From an optimization exercise on the open Yosys and OpenROAD flow, aimed at small area, a short achievable clock period and few clock cycles; shortcuts taken in it are not production practice. Function was checked by simulation only, so behaviour that the tests miss may differ from the original.

==> flow/design.v <==
`timescale 1ns/1ps
module muldiv_unit(
    input  logic clk,
    input  logic rst_n,
    input                muldiv_start, 
    input [2:0]          muldiv_op, 
    input [32-1:0]    muldiv_a, 
    input [32-1:0]    muldiv_b, 
    input [1-1:0] muldiv_hart_id, 
    input [4:0]          muldiv_rd,
    output                muldiv_busy, 
    output                muldiv_done, 
    output [32-1:0]    muldiv_result, 
    output [1-1:0] muldiv_done_hart_id, 
    output [4:0]          muldiv_done_rd
);
    logic st_mul, st_div, st_sw, st_fix1, st_fix2;
    logic busy_r, done_r;
    logic [32:0] x;       
    logic [37:0] h;       
    logic [31:0] l;       
    logic        msign;   
    logic [5:0]  n;       
    logic        op_rem;
    logic        sa, sb;  
    logic        sel_mulh, sel_rem;
    logic [1-1:0]  tag_hid;
    logic [5-1:0] tag_rd;
    logic [37:0] y0, y1;
    logic        cc0, cin;
    wire [37:0] cs  = h ^ y0 ^ y1;
    wire [37:0] cc  = {((h[36:0] & y0[36:0]) | (h[36:0] & y1[36:0]) | (y0[36:0] & y1[36:0])), cc0};
    wire [37:0] s   = cs + cc + {37'd0, cin};
    wire q   = ~s[37];
    wire xnz = |x[31:0];
    logic [31:0] sm;
    always_comb begin
        sm = ~y0[31:0];
        sm = sm | (sm >> 1);
        sm = sm | (sm >> 2);
        sm = sm | (sm >> 4);
        sm = sm | (sm >> 8);
        sm = sm | (sm >> 16);
    end
    wire [31:0] lm = sm >> 1;    
    wire [59:0] va = {h[32:0], l[31:5]};
    wire [35:0] vb = {h[32:0], l[31:29]};
    wire oka = (n >= 6'd28) && (!xnz || ((va & ~{28'd0, lm}) == 60'd0));
    wire okb = (n >= 6'd4) && (!xnz || ((vb & ~{4'd0, lm}) == 36'd0));
    wire fill = !xnz;
    wire negres = op_rem ? sa : ((sa ^ sb) && xnz);
    wire last_div = oka ? (n == 6'd28) : okb ? (n == 6'd4) : (n == 6'd1);
    function automatic [2:0] bdec(input [2:0] b);    
        case (b)
            3'b001, 3'b010: bdec = 3'b100;
            3'b011:         bdec = 3'b010;
            3'b100:         bdec = 3'b011;
            3'b101, 3'b110: bdec = 3'b101;
            default:        bdec = 3'b000;
        endcase
    endfunction
    wire in_div  = muldiv_op[2];
    wire in_sa   = in_div & ~muldiv_op[0] & muldiv_a[31];
    wire in_sb   = in_div & ~muldiv_op[0] & muldiv_b[31];
    wire a_sext  = (muldiv_op == 3'd1) || (muldiv_op == 3'd3);
    wire b_sext  = (muldiv_op == 3'd1) || (in_div && !muldiv_op[0]);
    wire idle    = !busy_r;
    wire start   = idle && muldiv_start;
    wire mul_end = st_mul && (n == 6'd1);
    wire div_end = st_div && last_div;
    wire nx_mul  = (start && !in_div) || (st_mul && !mul_end);
    wire nx_sw   = start && in_div && in_sa;
    wire nx_div  = (start && in_div && !in_sa) || st_sw ||
                   (st_div && !last_div);
    wire nx_fix1 = div_end && negres;
    wire nx_fix2 = st_fix1;
    wire nx_done = mul_end || (div_end && !negres) || st_fix2;
    always_ff @(posedge clk or negedge rst_n) begin
        if (!rst_n) begin
            st_mul <= 1'b0; st_div <= 1'b0; st_sw <= 1'b0;
            st_fix1 <= 1'b0; st_fix2 <= 1'b0;
            busy_r <= 1'b0;
            done_r <= 1'b0;
        end else begin
            st_mul  <= nx_mul;
            st_div  <= nx_div;
            st_sw   <= nx_sw;
            st_fix1 <= nx_fix1;
            st_fix2 <= nx_fix2;
            busy_r  <= nx_mul | nx_div | nx_sw | nx_fix1 | nx_fix2;
            done_r  <= nx_done;
        end
    end
    logic [32:0] x_nx;
    always_comb begin
        if (idle)                     x_nx = {b_sext & muldiv_b[31], muldiv_b};
        else if (st_fix1)             x_nx = {1'b0, (op_rem ? h[32:1] : l[31:0])};
        else                          x_nx = x;
    end
    logic       nx_is_mul, nx_neg;
    logic [2:0] d0_nx, d1_nx;
    always_comb begin
        d0_nx = 3'b000;
        d1_nx = 3'b000;
        nx_is_mul = 1'b0;
        nx_neg = 1'b1;
        if (idle) begin
            nx_is_mul = !in_div;
            d0_nx = bdec({muldiv_a[2:1], 1'b0});
            d1_nx = bdec(muldiv_a[4:2]);
            nx_neg = !in_sb;
        end else if (st_mul) begin
            nx_is_mul = 1'b1;
            d0_nx = bdec(l[6:4]);
            d1_nx = bdec({(n == 6'd2) ? msign : l[8], l[7:6]});
        end else begin
            nx_neg = st_fix1 ? 1'b1 : ~sb;
        end
        if (!nx_is_mul) d1_nx = 3'b000;
    end
    wire [37:0] xn38 = {{5{x_nx[32]}}, x_nx};
    wire        neg_a = idle && in_sa;            
    wire        m1 = !nx_is_mul && !neg_a;        
    wire        m2 = nx_is_mul && d0_nx[2];       
    wire        m4 = nx_is_mul && d0_nx[1];       
    wire        n0 = nx_is_mul ? d0_nx[0] : (nx_neg && !neg_a);
    always_ff @(posedge clk) begin
        x   <= x_nx;
        y0  <= {((({37{m1}} & xn38[37:1]) | ({37{m2}} & xn38[36:0]) | ({37{m4}} & {xn38[35:0], 1'b0})) ^ {37{n0}}),
                (m1 ? (xn38[0] ^ n0) : d1_nx[0])};
        y1  <= {(({35{d1_nx[2]}} & xn38[34:0]) | ({35{d1_nx[1]}} & {xn38[33:0], 1'b0})) ^ {35{d1_nx[0]}},
                {3{d1_nx[0]}}};
        cc0 <= nx_is_mul & d0_nx[0];
        cin <= n0 | neg_a;
    end
    always_ff @(posedge clk) begin
        if (idle) begin
            l        <= muldiv_a;
            msign    <= a_sext & muldiv_a[31];
            h        <= in_sa ? {6'h3f, ~muldiv_a} :
                        (in_div || !muldiv_a[0]) ? 38'd0 : {{6{b_sext & muldiv_b[31]}}, muldiv_b};
            n        <= in_div ? 6'd33 : 6'd8;
            op_rem   <= muldiv_op[1];
            sa       <= in_sa;
            sb       <= in_sb;
            sel_mulh <= ~in_div & (muldiv_op[1:0] != 2'b00);
            sel_rem  <= in_div & muldiv_op[1];
            tag_hid  <= muldiv_hart_id;
            tag_rd   <= muldiv_rd;
        end else if (st_mul) begin
            h <= {{4{s[37]}}, s[37:4]};
            l <= (sel_mulh && n == 6'd1) ? s[35:4] : {s[3:0], l[31:4]};
            n <= n - 6'd1;
        end else if (st_div) begin
            if (oka) begin
                h <= {5'd0, h[4:0], l[31:4]};
                l <= {l[3:0], {28{fill}}};
                n <= n - 6'd28;
            end else if (okb) begin
                h <= {5'd0, h[28:0], l[31:28]};
                l <= {l[27:0], {4{fill}}};
                n <= n - 6'd4;
            end else begin
                h <= {5'd0, (q ? s[31:0] : h[31:0]), l[31]};
                l <= {l[30:0], q};
                n <= n - 6'd1;
            end
        end else begin
            h <= 38'd0;
            l <= s[31:0];
            if (st_fix2) begin
                sel_rem <= 1'b0;
            end
        end
    end
    assign muldiv_busy         = busy_r;
    assign muldiv_done         = done_r;
    assign muldiv_result       = sel_rem ? h[32:1] : l[31:0];
    assign muldiv_done_hart_id = tag_hid;
    assign muldiv_done_rd      = tag_rd;
endmodule
clock: 11.0 ns
lec_check: 0
cap_margin: 20
core_margin: 2
core_utilization: 25
place_density: 0.5
slew_margin: 20
standard.sh (not shown) runs the stock make flow with config.mk's settings and CLKGATE_MAP_FILE= SYNTH_SCRIPT=/design/flow/synth_recipe.tcl, a recipe that flattens the netlist after the stock synthesis.
==> flow/flow/run.sh <==
#!/bin/bash
cp standard.sh standard.sh.txt
export SETUP_SLACK_MARGIN=7
export BUFFER_PORTS_ARGS="-buffer_cell sky130_fd_sc_hd__buf_1"
bash standard.sh > standard.log 2>&1
Testbench counts at the start, summed over its fixed seeds: cycles 111,551.
Edit:
--- a/flow/design.v
+++ b/flow/design.v
@@ -11,13 +11,13 @@
     output                muldiv_busy, 
     output                muldiv_done, 
     output [32-1:0]    muldiv_result, 
     output [1-1:0] muldiv_done_hart_id, 
     output [4:0]          muldiv_done_rd
 );
-    logic st_mul, st_div, st_sw, st_fix1, st_fix2;
+    logic st_mul, st_div, st_sw1, st_sw2, st_fix1, st_fix2;
     logic busy_r, done_r;
     logic [32:0] x;       
     logic [37:0] h;       
     logic [31:0] l;       
     logic        msign;   
     logic [5:0]  n;       
@@ -66,37 +66,40 @@
     wire b_sext  = (muldiv_op == 3'd1) || (in_div && !muldiv_op[0]);
     wire idle    = !busy_r;
     wire start   = idle && muldiv_start;
     wire mul_end = st_mul && (n == 6'd1);
     wire div_end = st_div && last_div;
     wire nx_mul  = (start && !in_div) || (st_mul && !mul_end);
-    wire nx_sw   = start && in_div && in_sa;
-    wire nx_div  = (start && in_div && !in_sa) || st_sw ||
+    wire nx_sw1  = start && in_div && in_sa;
+    wire nx_sw2  = st_sw1;
+    wire nx_div  = (start && in_div && !in_sa) || st_sw2 ||
                    (st_div && !last_div);
     wire nx_fix1 = div_end && negres;
     wire nx_fix2 = st_fix1;
     wire nx_done = mul_end || (div_end && !negres) || st_fix2;
     always_ff @(posedge clk or negedge rst_n) begin
         if (!rst_n) begin
-            st_mul <= 1'b0; st_div <= 1'b0; st_sw <= 1'b0;
+            st_mul <= 1'b0; st_div <= 1'b0; st_sw1 <= 1'b0; st_sw2 <= 1'b0;
             st_fix1 <= 1'b0; st_fix2 <= 1'b0;
             busy_r <= 1'b0;
             done_r <= 1'b0;
         end else begin
             st_mul  <= nx_mul;
             st_div  <= nx_div;
-            st_sw   <= nx_sw;
+            st_sw1  <= nx_sw1;
+            st_sw2  <= nx_sw2;
             st_fix1 <= nx_fix1;
             st_fix2 <= nx_fix2;
-            busy_r  <= nx_mul | nx_div | nx_sw | nx_fix1 | nx_fix2;
+            busy_r  <= nx_mul | nx_div | nx_sw1 | nx_sw2 | nx_fix1 | nx_fix2;
             done_r  <= nx_done;
         end
     end
     logic [32:0] x_nx;
     always_comb begin
         if (idle)                     x_nx = {b_sext & muldiv_b[31], muldiv_b};
+        else if (st_sw1 || st_sw2)    x_nx = {st_sw2 & sb & l[31], l[31:0]};
         else if (st_fix1)             x_nx = {1'b0, (op_rem ? h[32:1] : l[31:0])};
         else                          x_nx = x;
     end
     logic       nx_is_mul, nx_neg;
     logic [2:0] d0_nx, d1_nx;
     always_comb begin
@@ -105,43 +108,41 @@
         nx_is_mul = 1'b0;
         nx_neg = 1'b1;
         if (idle) begin
             nx_is_mul = !in_div;
             d0_nx = bdec({muldiv_a[2:1], 1'b0});
             d1_nx = bdec(muldiv_a[4:2]);
-            nx_neg = !in_sb;
+            nx_neg = !in_sa && !in_sb;
         end else if (st_mul) begin
             nx_is_mul = 1'b1;
             d0_nx = bdec(l[6:4]);
             d1_nx = bdec({(n == 6'd2) ? msign : l[8], l[7:6]});
         end else begin
-            nx_neg = st_fix1 ? 1'b1 : ~sb;
+            nx_neg = (st_sw1 || st_fix1) ? 1'b1 : ~sb;
         end
         if (!nx_is_mul) d1_nx = 3'b000;
     end
     wire [37:0] xn38 = {{5{x_nx[32]}}, x_nx};
-    wire        neg_a = idle && in_sa;            
-    wire        m1 = !nx_is_mul && !neg_a;        
+    wire        m1 = !nx_is_mul;                  
     wire        m2 = nx_is_mul && d0_nx[2];       
     wire        m4 = nx_is_mul && d0_nx[1];       
-    wire        n0 = nx_is_mul ? d0_nx[0] : (nx_neg && !neg_a);
+    wire        n0 = nx_is_mul ? d0_nx[0] : nx_neg;
     always_ff @(posedge clk) begin
         x   <= x_nx;
         y0  <= {((({37{m1}} & xn38[37:1]) | ({37{m2}} & xn38[36:0]) | ({37{m4}} & {xn38[35:0], 1'b0})) ^ {37{n0}}),
                 (m1 ? (xn38[0] ^ n0) : d1_nx[0])};
         y1  <= {(({35{d1_nx[2]}} & xn38[34:0]) | ({35{d1_nx[1]}} & {xn38[33:0], 1'b0})) ^ {35{d1_nx[0]}},
                 {3{d1_nx[0]}}};
         cc0 <= nx_is_mul & d0_nx[0];
-        cin <= n0 | neg_a;
+        cin <= n0;
     end
     always_ff @(posedge clk) begin
         if (idle) begin
             l        <= muldiv_a;
             msign    <= a_sext & muldiv_a[31];
-            h        <= in_sa ? {6'h3f, ~muldiv_a} :
-                        (in_div || !muldiv_a[0]) ? 38'd0 : {{6{b_sext & muldiv_b[31]}}, muldiv_b};
+            h        <= (in_div || !muldiv_a[0]) ? 38'd0 : {{6{b_sext & muldiv_b[31]}}, muldiv_b};
             n        <= in_div ? 6'd33 : 6'd8;
             op_rem   <= muldiv_op[1];
             sa       <= in_sa;
             sb       <= in_sb;
             sel_mulh <= ~in_div & (muldiv_op[1:0] != 2'b00);
             sel_rem  <= in_div & muldiv_op[1];
Result: Via count came out lower by a few percent; clock skew drops by 0.0054 ns; setup slack degrades by 0.089 ns; die area fell by a few percent; clock-buffer cell count goes up by 2; synthesized cell count goes down by a little under a tenth; area after synthesis falls by a few percent.
Testbench counts after the change, summed over its fixed seeds: cycles 112,852.

static timing again, ports no longer ideal:
No port has a modelled driver above. Below, the same layouts with a new extraction and two added sets of constraints. Step 1 assumes that a clkbuf_16 drives the clock port and a buf_2 every other input. Step 2 times the ports against the registers' clock, not the clock port: input delays grow and output delays shrink by t, the midpoint of the rising clock arrivals with the driver on. a / b / c = ideal ports / drivers / drivers and shift; a / b = the first two.
run | t, ns | slack for setup (ns) | cell pins on the clock port's net
the first run | 0.518 | 7.045 / 7.020 / 6.577 | 1
the second run | 0.530 | 6.956 / 6.956 / 6.577 | 1
After both steps setup and hold are still met in every run listed. For the first run, which loses most, drivers alone change the setup slack by -0.025 ns; drivers and shift together by -0.468 ns.
